What follows belongs to an exercise in optimizing a design on an open flow for small area; a production flow would make more cautious choices. Only simulation tests tie the RTL to the original design; equivalence was not proved. The clock port is modelled as an ideal driver, which makes a skipped or thinned clock tree look cheaper than it is; a real chip needs a root buffer or a tree. No activity file was given, so power comes from the tool's default toggle rates.

==> inputs of run a <==
Design fifo, start of the top module:
module fifo (
  clk,
  resetN,
  write_en,
  read_en,
  data_in,
  data_out,
  full,
  empty
);
==> flow/config.mk <==
export PLATFORM = sky130hd
export DESIGN_NAME = fifo
export DESIGN_NICKNAME = fifo
export VERILOG_FILES = /design/flow/design.v
export SDC_FILE = /design/flow/constraint.sdc
export NUM_CORES = 4
export LEC_CHECK = 0
export CAP_MARGIN = 20
export CORE_MARGIN = 2
export CORE_UTILIZATION = 75
export SLEW_MARGIN = 20
export SYNTH_HIERARCHICAL = 1
export SYNTH_MINIMUM_KEEP_SIZE = 0
==> flow/constraint.sdc <==
create_clock -name core_clock -period 4.0 [get_ports {clk}]
set_input_delay 0.8000 -clock core_clock [delete_from_list [all_inputs] [get_ports {clk}]]
set_output_delay 0.8000 -clock core_clock [all_outputs]
set_load 0.01 [all_outputs]
standard.sh (not shown) runs the stock make flow with config.mk's settings and CLKGATE_MAP_FILE= SYNTH_SCRIPT=/design/flow/synth_recipe.tcl, a recipe that flattens the netlist after the stock synthesis.
==> flow/flow/run.sh <==
#!/bin/bash
# Standard ORFS layout, with single-size port buffers and a clock tree
# built without dummy loads.
set -euo pipefail
bash standard.sh \
  BUFFER_PORTS_ARGS="-buffer_cell sky130_fd_sc_hd__buf_1" \
  CTS_ARGS="-sink_clustering_enable -repair_clock_nets -dont_use_dummy_load -buf_list {sky130_fd_sc_hd__clkbuf_4 sky130_fd_sc_hd__clkbuf_8} -sink_clustering_size 40 -sink_clustering_max_diameter 150" \
  finish > orfs_flow.log 2>&1
==> run b: changes against run a <==
==> flow/design.v (replaced) <==
module fifo_rsel (
  input        rd,
  input  [3:0] rp,
  output [15:0] s,
  output       h
);
  genvar i;
  generate
    for (i = 0; i < 16; i = i + 1) begin : g
      assign s[i] = rd & (rp == i);
    end
  endgenerate
  assign h = ~rd;
endmodule
module fifo_aoi222 (
  input  a1, a2, b1, b2, c1, c2,
  output y
);
  assign y = ~((a1 & a2) | (b1 & b2) | (c1 & c2));
endmodule
module fifo_aoi22 (
  input  a1, a2, b1, b2,
  output y
);
  assign y = ~((a1 & a2) | (b1 & b2));
endmodule
module fifo_nand6 (
  input  [5:0] a,
  output       y
);
  assign y = ~&a;
endmodule
module fifo_rbit (
  input  [15:0] s,
  input         h,
  input  [15:0] d,
  input         q,
  output        y
);
  wire [5:0] n;
  genvar k;
  generate
    for (k = 0; k < 5; k = k + 1) begin : g
      fifo_aoi222 u_aoi (.a1(s[3*k]), .a2(d[3*k]), .b1(s[3*k+1]), .b2(d[3*k+1]),
                         .c1(s[3*k+2]), .c2(d[3*k+2]), .y(n[k]));
    end
  endgenerate
  fifo_aoi22 u_last (.a1(s[15]), .a2(d[15]), .b1(h), .b2(q), .y(n[5]));
  fifo_nand6 u_or (.a(n), .y(y));
endmodule
module fifo_wdec (
  input        wr,
  input  [3:0] wp,
  output [15:0] we
);
  genvar i;
  generate
    for (i = 0; i < 16; i = i + 1) begin : g
      assign we[i] = wr & (wp == i);
    end
  endgenerate
endmodule
module fifo_ha (
  input  a, b,
  output s, c
);
  assign s = a ^ b;
  assign c = a & b;
endmodule
module fifo_inc (
  input        en,
  input  [3:0] p,
  output [3:0] pn
);
  wire c0, c1, c2;
  fifo_ha u0 (.a(p[0]), .b(en), .s(pn[0]), .c(c0));
  fifo_ha u1 (.a(p[1]), .b(c0), .s(pn[1]), .c(c1));
  fifo_ha u2 (.a(p[2]), .b(c1), .s(pn[2]), .c(c2));
  assign pn[3] = p[3] ^ c2;
endmodule
module fifo_flags (
  input  [3:0] wpn,
  input  [3:0] rpn,
  input        wr,
  input        rd,
  input        full,
  input        empty,
  output       full_n,
  output       empty_n
);
  wire eq = (wpn == rpn);
  assign full_n  = eq & ~rd & (wr | full);
  assign empty_n = eq & ~wr & (rd | empty);
endmodule
module fifo (
  clk,
  resetN,
  write_en,
  read_en,
  data_in,
  data_out,
  full,
  empty
);
  input        clk;
  input        resetN;
  input        write_en;
  input        read_en;
  input  [7:0] data_in;
  output [7:0] data_out;
  output       full;
  output       empty;
  reg [7:0] data_out;
  reg       full;
  reg       empty;
  reg [127:0] ram;
  reg [3:0]   wp;
  reg [3:0]   rp;
  wire wr = write_en & ~full;
  wire rd = read_en & ~empty;
  wire [15:0] we;
  wire [15:0] s;
  wire        h;
  wire [3:0]  wpn;
  wire [3:0]  rpn;
  wire        full_n;
  wire        empty_n;
  wire [7:0]  dnext;
  fifo_wdec  u_wdec  (.wr(wr), .wp(wp), .we(we));
  fifo_rsel  u_rsel  (.rd(rd), .rp(rp), .s(s), .h(h));
  fifo_inc   u_winc  (.en(wr), .p(wp), .pn(wpn));
  fifo_inc   u_rinc  (.en(rd), .p(rp), .pn(rpn));
  fifo_flags u_flags (.wpn(wpn), .rpn(rpn), .wr(wr), .rd(rd), .full(full), .empty(empty),
                      .full_n(full_n), .empty_n(empty_n));
  genvar i, b;
  generate
    for (b = 0; b < 8; b = b + 1) begin : g_bit
      wire [15:0] col;
      for (i = 0; i < 16; i = i + 1) begin : g_col
        assign col[i] = ram[8*i + b];
      end
      fifo_rbit u_rbit (.s(s), .h(h), .d(col), .q(data_out[b]), .y(dnext[b]));
    end
    for (i = 0; i < 16; i = i + 1) begin : g_row
      always @(posedge clk) begin
        if (we[i]) ram[8*i +: 8] <= data_in;
      end
    end
  endgenerate
  always @(posedge clk or negedge resetN) begin
    if (!resetN) begin
      data_out <= 8'd0;
      full     <= 1'b0;
      empty    <= 1'b1;
      wp       <= 4'd0;
      rp       <= 4'd0;
    end else begin
      data_out <= dnext;
      full     <= full_n;
      empty    <= empty_n;
      wp       <= wpn;
      rp       <= rpn;
    end
  end
endmodule
==> run c: changes against run a <==
==> flow/flow/run.sh (replaced) <==
#!/bin/bash
# ORFS layout with single-size port buffers and a hand-built clock tree
# (flow/cts.tcl) in place of ORFS's clock tree step.
set -euo pipefail
here=$(pwd)
ARGS=(BUFFER_PORTS_ARGS="-buffer_cell sky130_fd_sc_hd__buf_1")
bash standard.sh "${ARGS[@]}" place > orfs_place.log 2>&1
RESULTS_DIR=$here/orfs/results/sky130hd/fifo/base \
CTS_LEAF_CELL=sky130_fd_sc_hd__buf_4 CTS_LEAF_COUNT=12 \
CTS_ROOT_CELL=sky130_fd_sc_hd__clkbuf_4 CTS_ROOT_COUNT=2 \
  openroad -no_init -exit flow/cts.tcl > openroad_cts.log 2>&1
bash standard.sh "${ARGS[@]}" finish > orfs_finish.log 2>&1
==> flow/flow/cts.tcl (new file) <==
# Clock tree step, in place of ORFS's 4_1_cts: reads the placed design, builds
# the clock tree of manual_cts.tcl, legalizes, repairs timing, and writes the
# files ORFS's cts step writes.
set results $::env(RESULTS_DIR)
set platform_dir $::env(FLOW_HOME)/platforms/sky130hd
read_lib $platform_dir/lib/sky130_fd_sc_hd__tt_025C_1v80.lib
read_db $results/3_place.odb
read_sdc $results/3_place.sdc
source $platform_dir/setRC.tcl
source [file dirname [info script]]/manual_cts.tcl

manual_cts clk $::env(CTS_LEAF_CELL) $::env(CTS_LEAF_COUNT) $::env(CTS_ROOT_CELL) $::env(CTS_ROOT_COUNT)

set_propagated_clock [all_clocks]
detailed_placement
estimate_parasitics -placement
report_clock_skew
repair_timing -setup -hold
detailed_placement
check_placement -verbose
estimate_parasitics -placement
report_worst_slack -min
report_worst_slack -max
report_check_types -max_slew -max_capacitance -violators

write_db $results/4_1_cts.odb
write_sdc -no_timestamp $results/4_cts.sdc
file copy -force $results/4_1_cts.odb $results/4_cts.odb
==> flow/flow/manual_cts.tcl (new file) <==
# Manual clock tree. The flip-flops are split into leaf_count groups of near
# equal size by cutting across the longer side of their spread, recursively;
# each group gets a leaf clock buffer at its centroid. The leaf buffers are
# split the same way into root_count groups, each driven by a root buffer that
# the clock port drives (root_count 0: the port drives the leaf buffers).
proc cts_split {items k} {
  if {$k <= 1 || [llength $items] < 2} { return [list $items] }
  set xs [lsort -real [lmap i $items {lindex $i 1}]]
  set ys [lsort -real [lmap i $items {lindex $i 2}]]
  set dx [expr {[lindex $xs end] - [lindex $xs 0]}]
  set dy [expr {[lindex $ys end] - [lindex $ys 0]}]
  set axis [expr {$dx >= $dy ? 1 : 2}]
  set s [lsort -real -index $axis $items]
  set k1 [expr {$k / 2}]
  set h [expr {([llength $s] * $k1 + $k / 2) / $k}]
  return [concat [cts_split [lrange $s 0 [expr {$h - 1}]] $k1] \
                 [cts_split [lrange $s $h end] [expr {$k - $k1}]]]
}

proc cts_pin_items {net} {
  set items {}
  foreach it [$net getITerms] {
    set bb [[$it getInst] getBBox]
    lappend items [list $it [expr {([$bb xMin] + [$bb xMax]) / 2.0}] [expr {([$bb yMin] + [$bb yMax]) / 2.0}]]
  }
  return $items
}

# Drive each group of items from a new buffer on net; returns the buffers' A pins
proc cts_level {net groups master prefix} {
  set block [ord::get_db_block]
  set i 0
  foreach g $groups {
    set inst [odb::dbInst_create $block $master "${prefix}_$i"]
    set n [odb::dbNet_create $block "${prefix}_net_$i"]
    $n setSigType CLOCK
    set sx 0; set sy 0
    foreach item $g {
      set it [lindex $item 0]
      $it disconnect
      $it connect $n
      set sx [expr {$sx + [lindex $item 1]}]
      set sy [expr {$sy + [lindex $item 2]}]
    }
    [$inst findITerm A] connect $net
    [$inst findITerm X] connect $n
    set cnt [llength $g]
    set w [[$inst getMaster] getWidth]
    set hgt [[$inst getMaster] getHeight]
    $inst setLocation [expr {int($sx / $cnt - $w / 2)}] [expr {int($sy / $cnt - $hgt / 2)}]
    $inst setPlacementStatus PLACED
    puts "${prefix}_$i drives $cnt pins"
    incr i
  }
}

proc manual_cts {clk_name leaf_cell leaf_count root_cell root_count} {
  set block [ord::get_db_block]
  set db [ord::get_db]
  set net [$block findNet $clk_name]
  cts_level $net [cts_split [cts_pin_items $net] $leaf_count] [$db findMaster $leaf_cell] cts_leaf
  if {$root_count > 0} {
    cts_level $net [cts_split [cts_pin_items $net] $root_count] [$db findMaster $root_cell] cts_root
  }
}
==> comparison <==
Combinational power: run c is smaller than run b (about 2%).
Of run b and run c, run c has the higher synthesized cell count (gap about 4%, measured against run c).
Between run c and run b, the lower clock skew is in run c (gap 0.0090 ns).
Of run c and run a, run a has the higher first-iteration DRC count (gap about 10%, measured against run a).
Flip-flop and latch count is the same in run c and run b.
Core utilization: run b > run a > run c.
Register-to-register slack is about the same in run a and run c.
The lowest via count belongs to run c, the highest to run a.
Total power: run b > run a > run c.
Of run b and run a, run a has the higher hold slack (gap 0.14 ns).
Count of clock-buffer cells in the layout is the same in run a and run b.
In run c the design's own scripts or RTL, not TritonCTS, make the clock network.

what the ideal ports hide:
How much do the figures lean on ideal ports? The routed layouts below were timed once more, with nothing changed but the port constraints.
Step 1, drivers: a clkbuf_16 drives clk and a buf_2 each remaining input, both assumed.
Step 2 adds t to the input delays and takes it off the output delays; t is the mean of the earliest and latest rising clock arrival at the registers after step 1. Input paths then give back, and output paths get back, about the clock's delay inside the block.
a / b / c = no drivers / after step 1 / after step 2; a / b = the first two.
run	t (ns)	setup WS [ns]	clock arrival spread, ns	worst register clock-pin slew, ns
run a	0.427	1.348 / 1.348 / 1.030	0.037 / 0.037	0.08 / 0.08
run b	0.447	1.681 / 1.682 / 1.236	0.021 / 0.021	0.07 / 0.07
run c	0.396	1.363 / 1.363 / 1.055	0.011 / 0.011	0.11 / 0.11
After both steps setup and hold are still met in every run listed. The setup slack of run b, which loses most, moves by +0.001 ns with the drivers and by -0.445 ns with both steps.
